From an optimization exercise on the open Yosys and OpenROAD flow, aimed at small area; shortcuts taken in it are not production practice.
The RTL was checked by simulation tests, not by an equivalence proof against the original design.
No driver is modelled on the clock port, so clock power and skew are understated where the tree is cut down; a real chip needs a root buffer or a tree.
Power is estimated from default activity; no workload was simulated.

rev 12:
==> module simple_cpu, before the edit <==
module simple_cpu (
    input  wire       CLK,
    input  wire       RST,         
    input  wire       Rx_in,
    output wire       Tx_out,
    output wire [7:0] LED_out
);
    reg  [7:0]  cnt;
    reg  [3:0]  bn;        
    reg  [2:0]  st;        
    reg  [15:0] ar;        
    reg  [7:0]  H;         
    reg  [7:0]  L;         
    reg  [2:0]  op;
    reg         c;         
    reg         sv;        
    wire [3:0] p = cnt[3:0];
    wire [2:0] d = bn[2:0];
    wire tx     = st[2] & (st[1] | st[0]);    
    wire idle   = bn[3] & ~bn[1] & bn[0];     
    wire wrap   = tx ? (cnt[7] & cnt[6] & cnt[4] & cnt[3])
                     : (cnt[7:5] == 3'b110) & (cnt[4] == bn[0]) & (p == 4'd15);
    wire win    = cnt[7:4] == 4'd6;
    wire win1   = cnt[7:4] == 4'd4;
    wire stop   = bn == 4'd8;
    wire data   = ~bn[3];
    wire p0     = p == 4'd0;
    wire p15    = p == 4'd15;
    wire at     = ar[15];                      
    wire eq     = p == {st == 3'd1, d};        
    wire armed  = p[3] | (p[2:0] >= d);        
    reg am;
    always @(*) begin
        case (d)
            3'd0: am = ar[15];
            3'd1: am = ar[0];
            3'd2: am = ar[1];
            3'd3: am = ar[2];
            3'd4: am = ar[3];
            3'd5: am = ar[4];
            3'd6: am = ar[5];
            default: am = ar[6];
        endcase
    end
    wire op_sub = op == 3'd2;
    wire op_mul = op == 3'd3;
    wire op_not = op == 3'd6;
    wire arith  = ~op[2];
    wire st2 = st == 3'd2;
    wire st3 = st == 3'd3;
    wire st4 = st == 3'd4;
    wire p_data  = (st3 | st4) & data;
    wire p_hinit = st2 & stop & p[3];
    wire p_fix   = st4 & stop;
    wire act16   = win & st4 & (data | stop);
    wire act     = act16 | (win & ((st3 & data & ~p[3]) | p_hinit));
    wire tail     = st4 ? L[0] : H[0];
    wire init_val = ~op_mul & (at ^ op_not);
    wire first    = st4 & (bn == 4'd0) & ~p[3];
    wire B        = Rx_in;
    reg a;
    always @(*) begin
        if (p_hinit | first)
            a = init_val;
        else if (p_fix & sv)
            a = c ^ p15;
        else
            a = tail;
    end
    reg b;
    always @(*) begin
        b = 1'b0;
        if (p_data) begin
            case (op)
                3'd1, 3'd7: b = B & eq;
                3'd2:       b = B & armed;
                3'd3:       b = B & am & armed;
                3'd4:       b = ~B & eq & a;
                3'd5:       b = B & eq & ~a;
                default:    b = 1'b0;
            endcase
        end
    end
    wire ce   = c & arith & p_data & ~p0;
    wire sum  = a ^ b ^ ce;
    wire cout = (a & b) | (a & ce) | (b & ce);
    wire hsh  = act | ((st == 3'd5) & wrap & (bn != 4'd15));
    wire w1p  = st4 & stop & win1 & p15;
    wire load_a  = (st == 3'd1 | st2) & data & win & eq;
    wire load_op = (st == 3'd0) & data & (d < 3'd3) & win & eq;
    wire txbit = (st == 3'd5) ? H[0] : L[d];
    always @(posedge CLK or negedge RST) begin
        if (!RST) begin
            cnt  <= 8'd0;
            bn   <= 4'd9;
            st   <= 3'd0;
            L    <= 8'd0;
        end else begin
            if (act16)
                L <= {H[0], L[7:1]};
            if (idle) begin
                cnt <= {4'd0, p + 4'd1};
                if (!Rx_in)
                    bn <= 4'd15;
            end else begin
                cnt <= cnt + 8'd1;
                if (wrap) begin
                    cnt[7:4] <= 4'd0;
                    if (tx) cnt[3:0] <= 4'd0;
                    bn <= bn + 4'd1;
                end
                if (stop & (tx ? wrap : cnt[7])) begin
                    cnt[7:4] <= 4'd0;
                    if (st == 3'd6) begin
                        st <= 3'd0;
                        bn <= 4'd9;
                    end else begin
                        st <= st + 3'd1;
                        bn <= st[2] ? 4'd15 : 4'd9;
                        if (st[2]) cnt[3:0] <= 4'd0;
                    end
                end
            end
        end
    end
    always @(posedge CLK) begin
        ar <= {ar[14:0], load_a ? Rx_in : at};
        if (hsh)
            H <= {sum, H[7:1]};
        if (load_op)
            op <= {Rx_in, op[2:1]};
        if (w1p)
            c <= H[7];
        else if (act & ~p_fix)
            c <= cout;
        if (st3 & (bn == 4'd7) & win)
            sv <= B ^ op_sub;                                
        else if (w1p)
            sv <= (at ~^ sv) & (at ^ H[7]) & (op == 3'd1 | op_sub);   
    end
    assign Tx_out  = ~tx | (bn[3] ? ~bn[0] : txbit);
    assign LED_out = L;
endmodule
Settings: LEC_CHECK=0, CAP_MARGIN=20, CORE_MARGIN=2, CORE_UTILIZATION=40, PLACE_DENSITY=0.6, SLEW_MARGIN=20; clock period 10.0 ns.
run.sh (not shown) runs the stock make flow with config.mk's settings and CLKGATE_MAP_FILE= SYNTH_SCRIPT=/design/flow/synth_recipe.tcl, a recipe that flattens the netlist after the stock synthesis.
#### Input delta (rev 13 over rev 12)
--- a/flow/design.v
+++ b/flow/design.v
@@ -130,14 +130,14 @@
         if (load_op)
             op <= {Rx_in, op[2:1]};
         if (w1p)
             c <= H[7];
         else if (act & ~p_fix)
             c <= cout;
-        if (st3 & (bn == 4'd7) & win)
-            sv <= B ^ op_sub;                                
+        if (st3 & (bn == 4'd7) & win & p15)
+            sv <= ~(at ^ B ^ op_sub);
         else if (w1p)
-            sv <= (at ~^ sv) & (at ^ H[7]) & (op == 3'd1 | op_sub);   
+            sv <= sv & (at ^ H[7]) & (op == 3'd1 | op_sub);
     end
     assign Tx_out  = ~tx | (bn[3] ? ~bn[0] : txbit);
     assign LED_out = L;
 endmodule
Findings:
Rev 13 vs rev 12 on share of layout cells above drive strength 1: rev 13 is the lower one.
Rev 13 against rev 12; post-layout instance area is down slightly.
Between rev 13 and rev 12, the sequential share of layout area does not differ in any meaningful way.
Rev 13 vs. rev 12: unique cell type count in the Yosys netlist went down about 4%; routed wire length now sits higher; worst setup slack grew by 42 ps; multi-input gate count fell by 5; initial cell density of the core rose by 0.22 points.
Number of max-slew violations in the final report came out exactly the same in rev 13 and rev 12.
Number of sinks driven by the clock tree came out exactly the same in rev 13 and rev 12.

* * *

the reference run:
Another version of the RTL of simple_cpu (not shown whole).
For scale: roughly 12 I/O pins, ~2300 um2 of cells after synthesis.
==> module simple_cpu, before the edit <==
module simple_cpu (
    input  wire       CLK,
    input  wire       RST,         
    input  wire       Rx_in,
    output wire       Tx_out,
    output wire [7:0] LED_out
);
    reg  [3:0]  u;         
    reg  [3:0]  p;         
    reg  [3:0]  bn;        
    reg  [2:0]  st;
    reg  [15:0] ar;        
    reg  [7:0]  H;         
    reg         txq;       
    reg  [7:0]  L;         
    reg  [2:0]  op;
    reg         c;         
    reg         sv;        
    wire [7:0] cnt = {u, p};
    wire [2:0] d = bn[2:0];
    wire s_ins  = ~st[2] & ~st[1];
    wire s_ahi  = ~st[2] & ~st[0];
    wire s_a    = (st[2] ^ st[1]) & (st[2] ~^ st[0]);    
    wire s_b    = st[1] & st[0];                         
    wire st3    = s_b & ~st[2];                          
    wire st4    = s_b & st[2];                           
    wire s_alo  = s_a & st[2];
    wire tx     = st[2] & ~st[0];                        
    wire s_tx1  = tx & st[1];
    wire s_tx2  = tx & ~st[1];
    wire [2:0] st_next = {st[1:0], st[2] ^ st[1]};
    wire idle   = bn[3] & ~bn[1] & bn[0];     
    wire wrap   = tx ? (cnt[7] & cnt[6] & cnt[4] & cnt[3])
                     : (cnt[7:5] == 3'b110) & (cnt[4] == bn[0]) & (p == 4'd15);
    wire win    = cnt[7:4] == 4'd6;
    wire stop   = bn == 4'd8;
    wire data   = ~bn[3];
    wire p0     = p == 4'd0;
    wire p15    = p == 4'd15;
    wire at     = ar[15];                      
    wire eq     = p == {s_ahi, d};             
    wire armed  = p[3] | (p[2:0] >= d);        
    reg am;
    always @(*) begin
        case (d)
            3'd0: am = ar[15];
            3'd1: am = ar[0];
            3'd2: am = ar[1];
            3'd3: am = ar[2];
            3'd4: am = ar[3];
            3'd5: am = ar[4];
            3'd6: am = ar[5];
            default: am = ar[6];
        endcase
    end
    wire op_sub = op == 3'd2;
    wire op_mul = op == 3'd3;
    wire op_not = op == 3'd6;
    wire arith  = ~op[2];
    wire p_data  = s_b & data;
    wire p_hinit = s_alo & stop & p[3];
    wire p_fix   = st4 & stop;
    wire act16   = win & st4 & (data | stop);
    wire act     = act16 | (win & ((st3 & data & ~p[3]) | p_hinit));
    wire tail     = act16 ? L[0] : H[0];
    wire init_val = ~op_mul & (at ^ op_not);
    wire first    = st4 & (bn == 4'd0) & ~p[3];
    wire B        = Rx_in;
    reg a;
    always @(*) begin
        if (act & (p_hinit | first))
            a = init_val;
        else if (act & p_fix & c)
            a = sv ^ ~p15;           
        else
            a = tail;
    end
    reg b;
    always @(*) begin
        b = 1'b0;
        if (act & p_data) begin
            case (op)
                3'd1, 3'd7: b = B & eq;
                3'd2:       b = B & armed;
                3'd3:       b = B & am & armed;
                3'd4:       b = ~B & eq & a;
                3'd5:       b = B & eq & ~a;
                default:    b = 1'b0;
            endcase
        end
    end
    wire ce   = act & c & arith & p_data & ~p0;
    wire sum  = a ^ b ^ ce;
    wire cout = (a & b) | (a & ce) | (b & ce);
    wire w1p  = act16 & (bn == 4'd7) & p15;      
    wire load_a  = s_a & data & win & eq;
    wire load_op = s_ins & data & (d < 3'd3) & win & eq;
    wire [3:0] bn1 = bn + 4'd1;
    wire txnext = bn1[3] ? ~bn1[2] : (s_tx1 ? H[0] : L[bn1[2:0]]);
    wire fe = stop & (tx ? wrap : (u == 4'd7) & p15);    
    wire [7:0] cnt1 = cnt + 8'd1;
    always @(posedge CLK or negedge RST) begin
        if (!RST) begin
            bn   <= 4'd9;
            st   <= 3'b001;
            L    <= 8'd0;
            txq  <= 1'b1;
        end else begin
            if (tx & wrap)
                txq <= txnext;
            if (act16)
                L <= {H[0], L[7:1]};
            if (idle) begin
                if (!Rx_in)
                    bn <= 4'd15;
            end else begin
                if (wrap)
                    bn <= bn + 4'd1;
                if (fe) begin
                    st <= st_next;
                    bn <= (st[2] & st[1]) ? 4'd15 : 4'd9;
                    if (st[2] & st[1]) txq <= 1'b0;     
                end
            end
        end
    end
    always @(posedge CLK) begin
        u <= (idle | wrap | fe) ? 4'd0 : cnt1[7:4];
        p <= ((tx & wrap) | (idle & s_ins)) ? 4'd0 : cnt1[3:0];
    end
    always @(posedge CLK) begin
        ar <= {ar[14:0], load_a ? Rx_in : at};
        H <= {sum, H[7:1]};
        if (load_op)
            op <= {Rx_in, op[2:1]};
        if (w1p)
            c <= (at ~^ sv) & (at ^ sum) & (op == 3'd1 | op_sub);
        else if (act & ~p_fix)
            c <= cout;
        if (st3 & data & win)
            sv <= B ^ op_sub;        
    end
    assign Tx_out  = txq;
    assign LED_out = L;
endmodule
clock: 10.0 ns
lec_check: 0
cap_margin: 20
core_margin: 2
core_utilization: 40
place_density: 0.6
slew_margin: 20
standard.sh (not shown) runs the stock make flow with config.mk's settings and CLKGATE_MAP_FILE= SYNTH_SCRIPT=/design/flow/synth_recipe.tcl, a recipe that flattens the netlist after the stock synthesis.
==> flow/flow/run.sh <==
#!/bin/bash
# Own layout flow: the standard flow (standard.sh: same synthesis script,
# same steps, same floorplan, power grid and tap cells) with these settings
# changed for a smaller layout of this small, slow design:
#  - synthesis restructures the logic with ABC's &deepsyn and maps it with
#    the area-oriented mapper (amap) instead of the delay-oriented script;
#    flip-flops are mapped exactly as before. A few such ABC scripts
#    (flow/abc_*.script) are tried, and the one whose netlist has the least
#    cell area is used for the layout;
#  - port buffers use the smallest buffer (buf_1); every input and output
#    port still gets one;
set -uo pipefail
here=$(pwd)
rm -rf "$here/scripts_own"
cp -r "$FLOW_HOME/scripts" "$here/scripts_own"
export SCRIPTS_DIR="$here/scripts_own"
stat_file="$here/orfs/reports/$FLOW_PLATFORM/simple_cpu/base/synth_stat.txt"

best=""; best_area=""
for s in "$here"/flow/abc_*.script; do
  name=$(basename "$s" .script)
  cp "$s" "$SCRIPTS_DIR/abc_speed.script"
  rm -rf "$here/orfs"
  bash standard.sh synth > "synth_$name.log" 2>&1
  area=$(awk '/Chip area for module/ {print $NF}' "$stat_file" 2>/dev/null | tail -1)
  echo "$name: ${area:-failed}" | tee -a synth_choice.log
  if [[ -n "$area" ]] && { [[ -z "$best_area" ]] || awk -v a="$area" -v b="$best_area" 'BEGIN {exit !(a < b)}'; }; then
    best="$s"; best_area="$area"
  fi
done
if [[ -z "$best" ]]; then echo "no synthesis succeeded"; exit 1; fi
echo "using $(basename "$best") ($best_area um2)" | tee -a synth_choice.log
cp "$best" "$SCRIPTS_DIR/abc_speed.script"
rm -rf "$here/orfs"

export BUFFER_PORTS_ARGS="-buffer_cell sky130_fd_sc_hd__buf_1"
export POST_CTS_TCL="$here/flow/no_root_buffer.tcl"
export CTS_ARGS="-sink_clustering_enable -repair_clock_nets -buf_list sky130_fd_sc_hd__clkbuf_8 -root_buf sky130_fd_sc_hd__clkbuf_8 -dont_use_dummy_load"
bash standard.sh > standard.log 2>&1
status=$?
tail -5 standard.log
exit $status
Other scripts of this flow, unchanged in this note and not shown: flow/flow/abc_dj10s7.script, flow/flow/abc_dj2.script, flow/flow/abc_dj20.script, flow/flow/abc_dj50.script, flow/flow/no_root_buffer.tcl
The reference run | stages: all done | timing, DRC, antenna: all pass
Changes in the trial run relative to the reference run:
diff --git a/flow/design.v b/flow/design.v
--- a/flow/design.v
+++ b/flow/design.v
@@ -8,7 +8,7 @@
     reg  [3:0]  u;         
     reg  [3:0]  p;         
     reg  [3:0]  bn;        
-    reg  [2:0]  st;
+    reg  [2:0]  st;        
     reg  [15:0] ar;        
     reg  [7:0]  H;         
     reg         txq;       
@@ -18,17 +18,7 @@
     reg         sv;        
     wire [7:0] cnt = {u, p};
     wire [2:0] d = bn[2:0];
-    wire s_ins  = ~st[2] & ~st[1];
-    wire s_ahi  = ~st[2] & ~st[0];
-    wire s_a    = (st[2] ^ st[1]) & (st[2] ~^ st[0]);    
-    wire s_b    = st[1] & st[0];                         
-    wire st3    = s_b & ~st[2];                          
-    wire st4    = s_b & st[2];                           
-    wire s_alo  = s_a & st[2];
-    wire tx     = st[2] & ~st[0];                        
-    wire s_tx1  = tx & st[1];
-    wire s_tx2  = tx & ~st[1];
-    wire [2:0] st_next = {st[1:0], st[2] ^ st[1]};
+    wire tx     = st[2] & (st[1] | st[0]);    
     wire idle   = bn[3] & ~bn[1] & bn[0];     
     wire wrap   = tx ? (cnt[7] & cnt[6] & cnt[4] & cnt[3])
                      : (cnt[7:5] == 3'b110) & (cnt[4] == bn[0]) & (p == 4'd15);
@@ -38,7 +28,7 @@
     wire p0     = p == 4'd0;
     wire p15    = p == 4'd15;
     wire at     = ar[15];                      
-    wire eq     = p == {s_ahi, d};             
+    wire eq     = p == {st == 3'd1, d};        
     wire armed  = p[3] | (p[2:0] >= d);        
     reg am;
     always @(*) begin
@@ -57,14 +47,17 @@
     wire op_mul = op == 3'd3;
     wire op_not = op == 3'd6;
     wire arith  = ~op[2];
-    wire p_data  = s_b & data;
-    wire p_hinit = s_alo & stop & p[3];
+    wire st2 = st == 3'd2;
+    wire st3 = st == 3'd3;
+    wire st4 = st == 3'd4;
+    wire p_data  = (st3 | st4) & data;
+    wire p_hinit = st2 & stop & p[3];
     wire p_fix   = st4 & stop;
-    wire act16   = win & st4 & (data | stop);
+    wire act16   = win & st4;                  
     wire act     = act16 | (win & ((st3 & data & ~p[3]) | p_hinit));
     wire tail     = act16 ? L[0] : H[0];
     wire init_val = ~op_mul & (at ^ op_not);
-    wire first    = st4 & (bn == 4'd0) & ~p[3];
+    wire first    = st4 & (bn == 4'd15) & ~p[3];    
     wire B        = Rx_in;
     reg a;
     always @(*) begin
@@ -93,16 +86,16 @@
     wire sum  = a ^ b ^ ce;
     wire cout = (a & b) | (a & ce) | (b & ce);
     wire w1p  = act16 & (bn == 4'd7) & p15;      
-    wire load_a  = s_a & data & win & eq;
-    wire load_op = s_ins & data & (d < 3'd3) & win & eq;
+    wire load_a  = (st == 3'd1 | st2) & data & win & eq;
+    wire load_op = (st == 3'd0) & data & (d < 3'd3) & win & eq;
     wire [3:0] bn1 = bn + 4'd1;
-    wire txnext = bn1[3] ? ~bn1[2] : (s_tx1 ? H[0] : L[bn1[2:0]]);
+    wire txnext = bn1[3] ? ~bn1[2] : ((st == 3'd5) ? H[0] : L[bn1[2:0]]);
     wire fe = stop & (tx ? wrap : (u == 4'd7) & p15);    
     wire [7:0] cnt1 = cnt + 8'd1;
     always @(posedge CLK or negedge RST) begin
         if (!RST) begin
             bn   <= 4'd9;
-            st   <= 3'b001;
+            st   <= 3'd0;
             L    <= 8'd0;
             txq  <= 1'b1;
         end else begin
@@ -117,16 +110,21 @@
                 if (wrap)
                     bn <= bn + 4'd1;
                 if (fe) begin
-                    st <= st_next;
-                    bn <= (st[2] & st[1]) ? 4'd15 : 4'd9;
-                    if (st[2] & st[1]) txq <= 1'b0;     
+                    if (st == 3'd6) begin
+                        st <= 3'd0;
+                        bn <= 4'd9;
+                    end else begin
+                        st <= st + 3'd1;
+                        bn <= st[2] ? 4'd15 : 4'd9;
+                        if (st[2] & ~st[1]) txq <= 1'b0;    
+                    end
                 end
             end
         end
     end
     always @(posedge CLK) begin
         u <= (idle | wrap | fe) ? 4'd0 : cnt1[7:4];
-        p <= ((tx & wrap) | (idle & s_ins)) ? 4'd0 : cnt1[3:0];
+        p <= ((tx & wrap) | (idle & (st == 3'd0))) ? 4'd0 : cnt1[3:0];
     end
     always @(posedge CLK) begin
         ar <= {ar[14:0], load_a ? Rx_in : at};
### Flow results
Relative to the reference run, multi-input gate share of total cell area has increased by 1.7 points in the trial run.
Re count of antenna diodes in the layout: no difference whatsoever between the reference run and the trial run.
Compared with the reference run, the trial run shows a higher peak fanout along the critical path.
Cmp the trial run vs the reference run: synthesized instance count lower in the trial run
On worst setup slack: between the trial run and the reference run, it ends up lower for the trial run.
Static leakage power: the trial run lower than the reference run
The run showing the greater met3 usage is the trial run.
Against the reference run as the reference, the trial run delivers a lower worst-case setup slack after placement.
Sequential cell area fraction in the yosys report: the trial run vs the reference run up 0.84 points
The trial run ended up with a higher shortest period the worst path allows than the reference run did.
First-pass GRT wire length is higher on the trial run

re-timing with driven ports:
In the flow no input, the clock included, has a driving cell. The finished layouts below were timed again as built, in two steps.
Step 1 assumes that a clkbuf_16 drives the clock port and a buf_2 every other input.
Step 2 moves the port delays by t, midway between the first and last clock arrival at a register: inputs arrive t later, outputs are due t later. That takes back most of the time a late clock gives input paths.
Three values: ideal ports, drivers, drivers and shift; two values: the first two.
| run | shift t [ns] | setup slack, ns | hold slack, ns |
|---|---|---|---|
| rev 12 | 0.335 | 5.626 / 5.594 / 5.764 | 0.335 / 0.335 / 0.335 |
| rev 13 | 0.345 | 5.668 / 5.635 / 5.980 | 0.336 / 0.336 / 0.336 |
| the reference run | 0.201 | 5.572 / 5.572 / 5.572 | 0.316 / 0.316 / 0.316 |
| the trial run | 0.200 | 5.483 / 5.483 / 5.483 | 0.312 / 0.312 / 0.312 |
After both steps every run listed still meets setup and hold.
